Context: an optimization exercise on an open-source flow, tuned for small area. The choices shown serve that exercise and are no tape-out recipe.

==> flow/design.v (excerpt) <==
module top (
    input  logic       clk,
    input  logic       n_reset,
    input  logic [3:0] filas_raw,
    output logic [6:0] d,
    output logic [3:0] a,
    output logic [3:0] columnas,
    output logic [3:0] led
);
    logic [3:0]  sample;
    logic        ev;
    logic [15:0] cdu;
    logic [1:0]  ai;
    logic [3:0]  w;
    lecture lect (.clk(clk), .n_reset(n_reset), .filas_raw(filas_raw),
                  .columnas(columnas), .sample(sample), .ev(ev));
    sume suma (.clk(clk), .n_reset(n_reset), .sample(sample), .ev(ev),
               .cdu(cdu), .debug(led));
    disp_controller controller (.clk(clk), .n_reset(n_reset), .ai(ai), .a(a));
    mux mux (.ai(ai), .cdu(cdu), .w(w));
    disp_dec decoder (.w(w), .d(d));
endmodule
Size: about 650 cells after synthesis.
==> flow/config.mk <==
export PLATFORM = sky130hd
export DESIGN_NAME = top
export DESIGN_NICKNAME = top
export VERILOG_FILES = /design/flow/design.v
export SDC_FILE = /design/flow/constraint.sdc
export NUM_CORES = 4
export LEC_CHECK = 0
export CAP_MARGIN = 20
export CORE_MARGIN = 2
export CORE_UTILIZATION = 70
export SLEW_MARGIN = 20
==> flow/constraint.sdc <==
create_clock -name core_clock -period 12.0 [get_ports {clk}]
set_input_delay 2.4000 -clock core_clock [delete_from_list [all_inputs] [get_ports {clk}]]
set_output_delay 2.4000 -clock core_clock [all_outputs]
set_load 0.01 [all_outputs]
standard.sh (not shown) runs the stock make flow with config.mk's settings and CLKGATE_MAP_FILE= SYNTH_SCRIPT=/design/flow/synth_recipe.tcl, a recipe that flattens the netlist after the stock synthesis.
==> flow/flow/run.sh <==
#!/bin/bash
# Layout flow: the standard synthesis, then the combinational logic of
# the synthesized netlist is re-mapped by ABC for area (flip-flops untouched,
# same names and cell types), then the standard layout from floorplan on.
set -euo pipefail
HERE=$(pwd)
RES=$HERE/orfs/results/sky130hd/top/base
LIB=$FLOW_HOME/platforms/sky130hd/lib/sky130_fd_sc_hd__tt_025C_1v80.lib

# 1. standard synthesis (netlist only)
bash standard.sh $RES/1_2_yosys.v > synth_standard.log 2>&1
cp $RES/1_2_yosys.v $HERE/std_netlist.v

# 2. re-map combinational logic
SEQ=$(tr '\n' ' ' < flow/seq_cells.txt)
cat > resynth.ys <<EOY
read_liberty -ignore_miss_func $LIB
blackbox $SEQ
read_verilog $HERE/std_netlist.v
hierarchy -top top
flatten
opt -full
abc -liberty $LIB -script $HERE/flow/resynth.abc -dont_use *lpflow* -dont_use *probe* -dont_use *diode* -dont_use *clkdly* -dont_use *dlygate*
opt_clean -purge
hilomap -singleton -hicell sky130_fd_sc_hd__conb_1 HI -locell sky130_fd_sc_hd__conb_1 LO
stat -liberty $LIB
write_verilog -noattr -nohex -nodec $RES/1_2_yosys.v
EOY
yosys -s resynth.ys > resynth.log 2>&1

# 3. standard layout on the re-mapped netlist
bash standard.sh > layout.log 2>&1
Other scripts of this flow, unchanged in this note and not shown: flow/flow/resynth.abc, flow/flow/seq_cells.txt
Next try:
Settings changed: CTS_BUF_LIST set to sky130_fd_sc_hd__clkbuf_8.
What happened:
- cell count is unchanged
- clock skew stays flat
- wire length is lower by a little under a tenth
No functional check of the RTL was part of any run of this note.

========
## v30
The RTL this note starts from:
==> flow/design.v <==
module DeBounce #(
    parameter bit LAST_ROW = 1'b0    
) (
    input  logic       clk,
    input  logic       n_reset,
    input  logic       button_in,
    input  logic       cvalid,      
    input  logic [1:0] cidx,        
    output logic       DB_out,
    output logic [2:0] col          
);
    logic        DFF1, DFF2;
    logic [4:0]  qL;
    logic        q5;
    logic [13:0] hc;
    wire q_reset = DFF1 ^ DFF2;
    wire start   = q5 & DFF2 & ~DB_out;
    wire hc_end  = (hc == 14'b10000011110110);
    wire [13:0] hc_step = {~hc[12:0], hc[0] ^ hc[4] ^ hc[13]};
    wire [4:0] q_step = {~qL[3:0], qL[1] ^ qL[4] ^ (qL[3:0] == 4'b0101)};
    always_ff @(posedge clk or negedge n_reset) begin
        if (!n_reset) begin
            DFF1   <= 1'b0;
            DFF2   <= 1'b0;
            qL     <= 5'd0;
            q5     <= 1'b0;
            DB_out <= 1'b0;
        end else begin
            DFF1 <= button_in;
            DFF2 <= DFF1;
            if (q_reset) begin
                qL <= 5'd0;
                q5 <= 1'b0;
            end else begin
                qL <= q_step;
                q5 <= q5 | (&qL);
            end
            if (start)
                DB_out <= 1'b1;
            else if (hc_end)
                DB_out <= 1'b0;
        end
    end
    generate
        if (LAST_ROW) begin : g_last
            logic [1:0] cc;
            always_ff @(posedge clk)
                if (start) cc <= cvalid ? cidx : 2'd3;
            assign col = {cc != 2'd3, cc};
        end else begin : g_row
            logic [2:0] cc;
            always_ff @(posedge clk)
                if (start) cc <= {cvalid, cidx};
            assign col = cc;
        end
    endgenerate
    always_ff @(posedge clk) begin
        if (start)
            hc <= 14'd0;
        else
            hc <= hc_step;
    end
endmodule
module disp_dec (
    input  logic [3:0] w,
    output logic [6:0] d
);
    always_comb begin
        case (w)
            4'h0: d = 7'b1111110;
            4'h1: d = 7'b0110000;
            4'h2: d = 7'b1101101;
            4'h3: d = 7'b1111001;
            4'h4: d = 7'b0110011;
            4'h5: d = 7'b1011011;
            4'h6: d = 7'b1011111;
            4'h7: d = 7'b1110000;
            4'h8: d = 7'b1111111;
            4'h9: d = 7'b1111011;
            default: d = 7'bxxxxxxx;
        endcase
    end
endmodule
module mux (
    input  logic [1:0]  ai,
    input  logic [15:0] cdu,
    output logic [3:0]  w
);
    always_comb begin
        case (ai)
            2'd0: w = cdu[3:0];
            2'd1: w = cdu[7:4];
            2'd2: w = cdu[11:8];
            default: w = cdu[15:12];
        endcase
    end
endmodule
module disp_controller (
    input  logic       clk,
    input  logic       n_reset,
    output logic [1:0] ai,
    output logic [3:0] a
);
    logic [11:0] count;
    wire d_end = (count == 12'b011001100010);
    always_ff @(posedge clk or negedge n_reset) begin
        if (!n_reset) begin
            count <= 12'd0;
            ai    <= 2'd0;
        end else if (d_end) begin
            count <= 12'd0;
            ai    <= ai + 2'd1;
        end else begin
            count <= {~count[10:0], count[11] ^ count[0]};
        end
    end
    assign a = 4'b0001 << ai;
endmodule
module lecture (
    input  logic       clk,
    input  logic       n_reset,
    input  logic [3:0] filas_raw,
    output logic [3:0] columnas,
    output logic [3:0] sample,
    output logic       ev           
);
    logic       cvalid;
    logic [1:0] cidx;
    logic [3:0] db;
    logic [2:0] cl [4];
    columnas_fsm fsm (.clk(clk), .n_reset(n_reset), .cvalid(cvalid), .cidx(cidx), .columnas(columnas));
    genvar g;
    generate
        for (g = 0; g < 4; g++) begin : row
            DeBounce #(.LAST_ROW(g == 0)) db_i (
                .clk(clk), .n_reset(n_reset), .button_in(filas_raw[g]),
                .cvalid(cvalid), .cidx(cidx),
                .DB_out(db[g]), .col(cl[g])
            );
        end
    endgenerate
    logic       one;
    logic [1:0] r;
    logic       v;
    logic [1:0] c;
    logic [3:0] key;
    always_comb begin
        one = 1'b0; r = 2'd0; v = 1'b0; c = 2'd0;
        case (db)
            4'b1000: begin one = 1'b1; r = 2'd0; {v, c} = cl[3]; end
            4'b0100: begin one = 1'b1; r = 2'd1; {v, c} = cl[2]; end
            4'b0010: begin one = 1'b1; r = 2'd2; {v, c} = cl[1]; end
            4'b0001: begin one = 1'b1; r = 2'd3; {v, c} = cl[0]; end
            default: ;
        endcase
        key = 4'b1111;
        if (one && v) begin
            case ({r, c})
                4'b00_00: key = 4'd1;
                4'b00_01: key = 4'd2;
                4'b00_10: key = 4'd3;
                4'b00_11: key = 4'd10;
                4'b01_00: key = 4'd4;
                4'b01_01: key = 4'd5;
                4'b01_10: key = 4'd6;
                4'b01_11: key = 4'd11;
                4'b10_00: key = 4'd7;
                4'b10_01: key = 4'd8;
                4'b10_10: key = 4'd9;
                4'b10_11: key = 4'd12;
                4'b11_00: key = 4'd13;
                4'b11_01: key = 4'd0;
                4'b11_10: key = 4'd14;
                default:  key = 4'b1111;
            endcase
        end
    end
    always_ff @(posedge clk or negedge n_reset) begin
        if (!n_reset) begin
            sample <= 4'b1111;
            ev     <= 1'b0;
        end else begin
            sample <= key;
            ev     <= (key != sample) && (key != 4'b1111);
        end
    end
endmodule
module columnas_fsm (
    input  logic       clk,
    input  logic       n_reset,
    output logic       cvalid,
    output logic [1:0] cidx,
    output logic [3:0] columnas
);
    logic [9:0] count;
    wire c_end = (count == 10'b1110101011);
    always_ff @(posedge clk or negedge n_reset) begin
        if (!n_reset) begin
            count  <= 10'd0;
            cvalid <= 1'b0;
            cidx   <= 2'd0;
        end else if (c_end) begin
            count  <= 10'd0;
            cvalid <= 1'b1;
            cidx   <= cidx + {1'b0, cvalid};
        end else begin
            count  <= {~count[8:0], count[9] ^ count[0]};
        end
    end
    assign columnas = cvalid ? (4'b1000 >> cidx) : 4'b0000;
endmodule
module sume (
    input  logic        clk,
    input  logic        n_reset,
    input  logic [3:0]  sample,
    input  logic        ev,
    output logic [15:0] cdu,
    output logic [3:0]  debug
);
    logic [2:0] state;
    logic [1:0] M;
    logic [3:0] H, T, U;
    logic [1:0] cls;    
    logic [1:0] sM;
    logic [3:0] sH, sT, sU;
    assign debug = {1'b1, ~state};
    wire [3:0] s = sample;
    wire first = (state == 3'd0);
    wire p_h = (state == 3'd0) || (state == 3'd3);
    wire p_t = (state == 3'd1) || (state == 3'd4);
    wire p_u = (state == 3'd2) || (state == 3'd5);
    function automatic logic [5:0] dadd(input logic [3:0] x, input logic [3:0] y);
        logic [4:0] t;
        t = {1'b0, x} + {1'b0, y};
        if (t >= 5'd20)      dadd = {2'd2, 4'(t - 5'd20)};
        else if (t >= 5'd10) dadd = {2'd1, 4'(t - 5'd10)};
        else                 dadd = {2'd0, t[3:0]};
    endfunction
    logic [3:0] bU, bT, bH;
    logic [1:0] bM;
    logic [5:0] ru, rt, rh;
    logic [1:0] m1;
    logic [3:0] u2, t2, h2;
    logic [3:0] u3, t3, h3;
    logic [1:0] m3;
    logic       r, b0, b1, b2;
    logic [1:0] cls_n;
    always_comb begin
        bU = first ? 4'd0 : U;
        bT = first ? 4'd0 : T;
        bH = first ? 4'd0 : H;
        bM = first ? 2'd0 : M;
        ru = dadd(bU, p_u ? s : 4'd0);
        rt = dadd(bT, (p_t ? s : 4'd0) | {2'b00, ru[5:4]});
        rh = dadd(bH, (p_h ? s : 4'd0) | {2'b00, rt[5:4]});
        m1 = bM + rh[5:4];
        u2 = ru[3:0];
        t2 = rt[3:0];
        h2 = rh[3:0];
        r = p_u && ((cls == 2'b11) || (cls == 2'b01 && s >= 4'd4) || (cls == 2'b10 && s >= 4'd14));
        b0 = u2 < 4'd4;
        u3 = b0 ? u2 + 4'd6 : u2 - 4'd4;
        b1 = t2 < 4'd2 + {3'd0, b0};
        t3 = b1 ? t2 + 4'd8 - {3'd0, b0} : t2 - 4'd2 - {3'd0, b0};
        b2 = (h2 == 4'd0) && b1;
        h3 = b2 ? 4'd9 : h2 - {3'd0, b1};
        m3 = m1 - 2'd1 - {1'b0, b2};
        if (!r) begin
            u3 = u2; t3 = t2; h3 = h2; m3 = m1;
        end
        if (p_h)
            cls_n = (s >= 4'd11) ? 2'b11 : (s == 4'd10) ? 2'b10 : (s == 4'd9) ? 2'b01 : 2'b00;
        else if (cls == 2'b01)
            cls_n = (s >= 4'd13) ? 2'b11 : (s == 4'd12) ? 2'b01 : (s == 4'd11) ? 2'b10 : 2'b00;
        else if (cls == 2'b10)
            cls_n = (s >= 4'd3) ? 2'b11 : (s == 4'd2) ? 2'b01 : (s == 4'd1) ? 2'b10 : 2'b00;
        else
            cls_n = cls;
    end
    always_ff @(posedge clk or negedge n_reset) begin
        if (!n_reset) begin
            state <= 3'd0;
            sM <= 2'd0;
            sH <= 4'd0;
            sT <= 4'd0;
            sU <= 4'd0;
        end else if (ev) begin
            state <= (state == 3'd6) ? 3'd0 : state + 3'd1;
            if (state == 3'd6) begin
                sM <= M;
                sH <= H;
                sT <= T;
                sU <= U;
            end
        end
    end
    always_ff @(posedge clk) begin
        if (ev && state != 3'd6) begin
            M <= m3;
            H <= h3;
            T <= t3;
            U <= u3;
        end
        if (ev && (p_h || p_t))
            cls <= cls_n;
    end
    assign cdu = {2'b00, sM, sH, sT, sU};
endmodule
module top (
    input  logic       clk,
    input  logic       n_reset,
    input  logic [3:0] filas_raw,
    output logic [6:0] d,
    output logic [3:0] a,
    output logic [3:0] columnas,
    output logic [3:0] led
);
    logic [3:0]  sample;
    logic        ev;
    logic [15:0] cdu;
    logic [1:0]  ai;
    logic [3:0]  w;
    lecture lect (.clk(clk), .n_reset(n_reset), .filas_raw(filas_raw),
                  .columnas(columnas), .sample(sample), .ev(ev));
    sume suma (.clk(clk), .n_reset(n_reset), .sample(sample), .ev(ev),
               .cdu(cdu), .debug(led));
    disp_controller controller (.clk(clk), .n_reset(n_reset), .ai(ai), .a(a));
    mux mux (.ai(ai), .cdu(cdu), .w(w));
    disp_dec decoder (.w(w), .d(d));
endmodule
Settings: LEC_CHECK=0, CAP_MARGIN=20, CORE_MARGIN=2, CORE_UTILIZATION=85, SLEW_MARGIN=20; clock period 12.0 ns.
==> flow/flow/run.sh <==
#!/bin/bash
# Layout flow: the standard synthesis, then the combinational logic of
# the synthesized netlist is re-mapped by ABC for area (flip-flops untouched,
# same names and cell types), then the standard layout from floorplan on.
set -euo pipefail
HERE=$(pwd)
RES=$HERE/orfs/results/sky130hd/top/base
LIB=$FLOW_HOME/platforms/sky130hd/lib/sky130_fd_sc_hd__tt_025C_1v80.lib

# 1. standard synthesis (netlist only)
bash standard.sh $RES/1_2_yosys.v > synth_standard.log 2>&1
cp $RES/1_2_yosys.v $HERE/std_netlist.v

# 2. re-map combinational logic
SEQ=$(tr '\n' ' ' < flow/seq_cells.txt)
cat > resynth.ys <<EOY
read_liberty -ignore_miss_func $LIB
blackbox $SEQ
read_verilog $HERE/std_netlist.v
hierarchy -top top
flatten
opt -full
abc -liberty $LIB -script $HERE/flow/resynth.abc -dont_use *lpflow* -dont_use *probe* -dont_use *diode* -dont_use *clkdly* -dont_use *dlygate*
opt_clean -purge
hilomap -singleton -hicell sky130_fd_sc_hd__conb_1 HI -locell sky130_fd_sc_hd__conb_1 LO
stat -liberty $LIB
write_verilog -noattr -nohex -nodec $RES/1_2_yosys.v
EOY
yosys -s resynth.ys > resynth.log 2>&1

# 3. standard layout on the re-mapped netlist; clock tree and port buffer
#    choices from flow/cts_args.txt and flow/port_buf.txt
CTS_ARGS_V=$(cat flow/cts_args.txt)
PORT_BUF=$(cat flow/port_buf.txt)
bash standard.sh "CTS_ARGS=$CTS_ARGS_V" "BUFFER_PORTS_ARGS=-buffer_cell $PORT_BUF" finish > layout.log 2>&1
==> flow/flow/cts_args.txt <==
-sink_clustering_enable -repair_clock_nets -dont_use_dummy_load -buf_list sky130_fd_sc_hd__clkbuf_8 -sink_clustering_size 20 -sink_clustering_max_diameter 60
Other scripts of this flow, unchanged in this note and not shown: flow/flow/port_buf.txt, flow/flow/resynth.abc, flow/flow/seq_cells.txt
> inputs changed (v30 -> v56)
- CORE_UTILIZATION: 85 -> 70
==> flow/flow/cts_args.txt <==
-sink_clustering_enable -repair_clock_nets -dont_use_dummy_load -buf_list sky130_fd_sc_hd__clkbuf_8
[summary]
v56 ends up with a length of routed met3 wiring that is 55% lower than in v30.
Diff v30 -> v56 | layout cell share with drive strength beyond 1 | decrease of 0.15 points
In terms of total non-filler cell area in the finished layout, v56 and v30 differ only marginally.
v56 and v30 ended up with nearly the same clock-pin slew reported for the worst setup and hold paths after clock tree synthesis.
[inputs] v8 vs v56
==> flow/flow/cts_args.txt <==
-sink_clustering_enable -repair_clock_nets -dont_use_dummy_load -buf_list sky130_fd_sc_hd__clkbuf_8 -sink_clustering_size 30 -sink_clustering_max_diameter 100
==> comparison <==
Reported for v56 and v8, clock network area share turned out identical to the last digit. Summary of v8 over v56: mean number of vias per cell did not really move; post-route clock period utilization neither gained nor lost much; sequential share of layout area held; cell depth of the worst flop-to-flop path essentially unchanged. v56 → v8: final instance count without filler cells stayed essentially flat, maximum frequency from static timing analysis stayed essentially flat, area of the multi-input gates stayed essentially flat.
Function was not checked in any run of this note: the RTL went through the layout flow alone.

port drivers added, routing unchanged:
How much do the figures lean on ideal ports? The routed layouts below were timed once more, with nothing changed but the port constraints.
Step 1 (the two cells are an assumption about what drives the block):
set clk [get_ports {clk}]
set_driving_cell -lib_cell sky130_fd_sc_hd__clkbuf_16 $clk
set_driving_cell -lib_cell sky130_fd_sc_hd__buf_2 [delete_from_list [all_inputs] $clk]
Step 2, shift: input delay + t, output delay - t, t = (earliest + latest rising clock arrival at the registers) / 2. This alone moves slack from input paths to output paths.
Slacks: ideal ports / drivers / drivers and shift; pairs: ideal ports / drivers.
| run | t (ns) | setup WS [ns] | worst hold slack (ns) |
|---|---|---|---|
| the first run of note 1 | 0.569 | 3.458 / 3.458 / 3.458 | 0.371 / 0.371 / 0.371 |
| the second run of note 1 | 0.480 | 3.434 / 3.434 / 3.434 | 0.374 / 0.374 / 0.374 |
| v30 | 0.482 | 3.488 / 3.488 / 3.488 | 0.404 / 0.404 / 0.404 |
| v56 | 0.469 | 3.998 / 3.998 / 3.998 | 0.390 / 0.390 / 0.390 |
| v8 | 0.469 | 3.998 / 3.998 / 3.998 | 0.390 / 0.390 / 0.390 |
After both steps setup and hold are still met in every run listed.
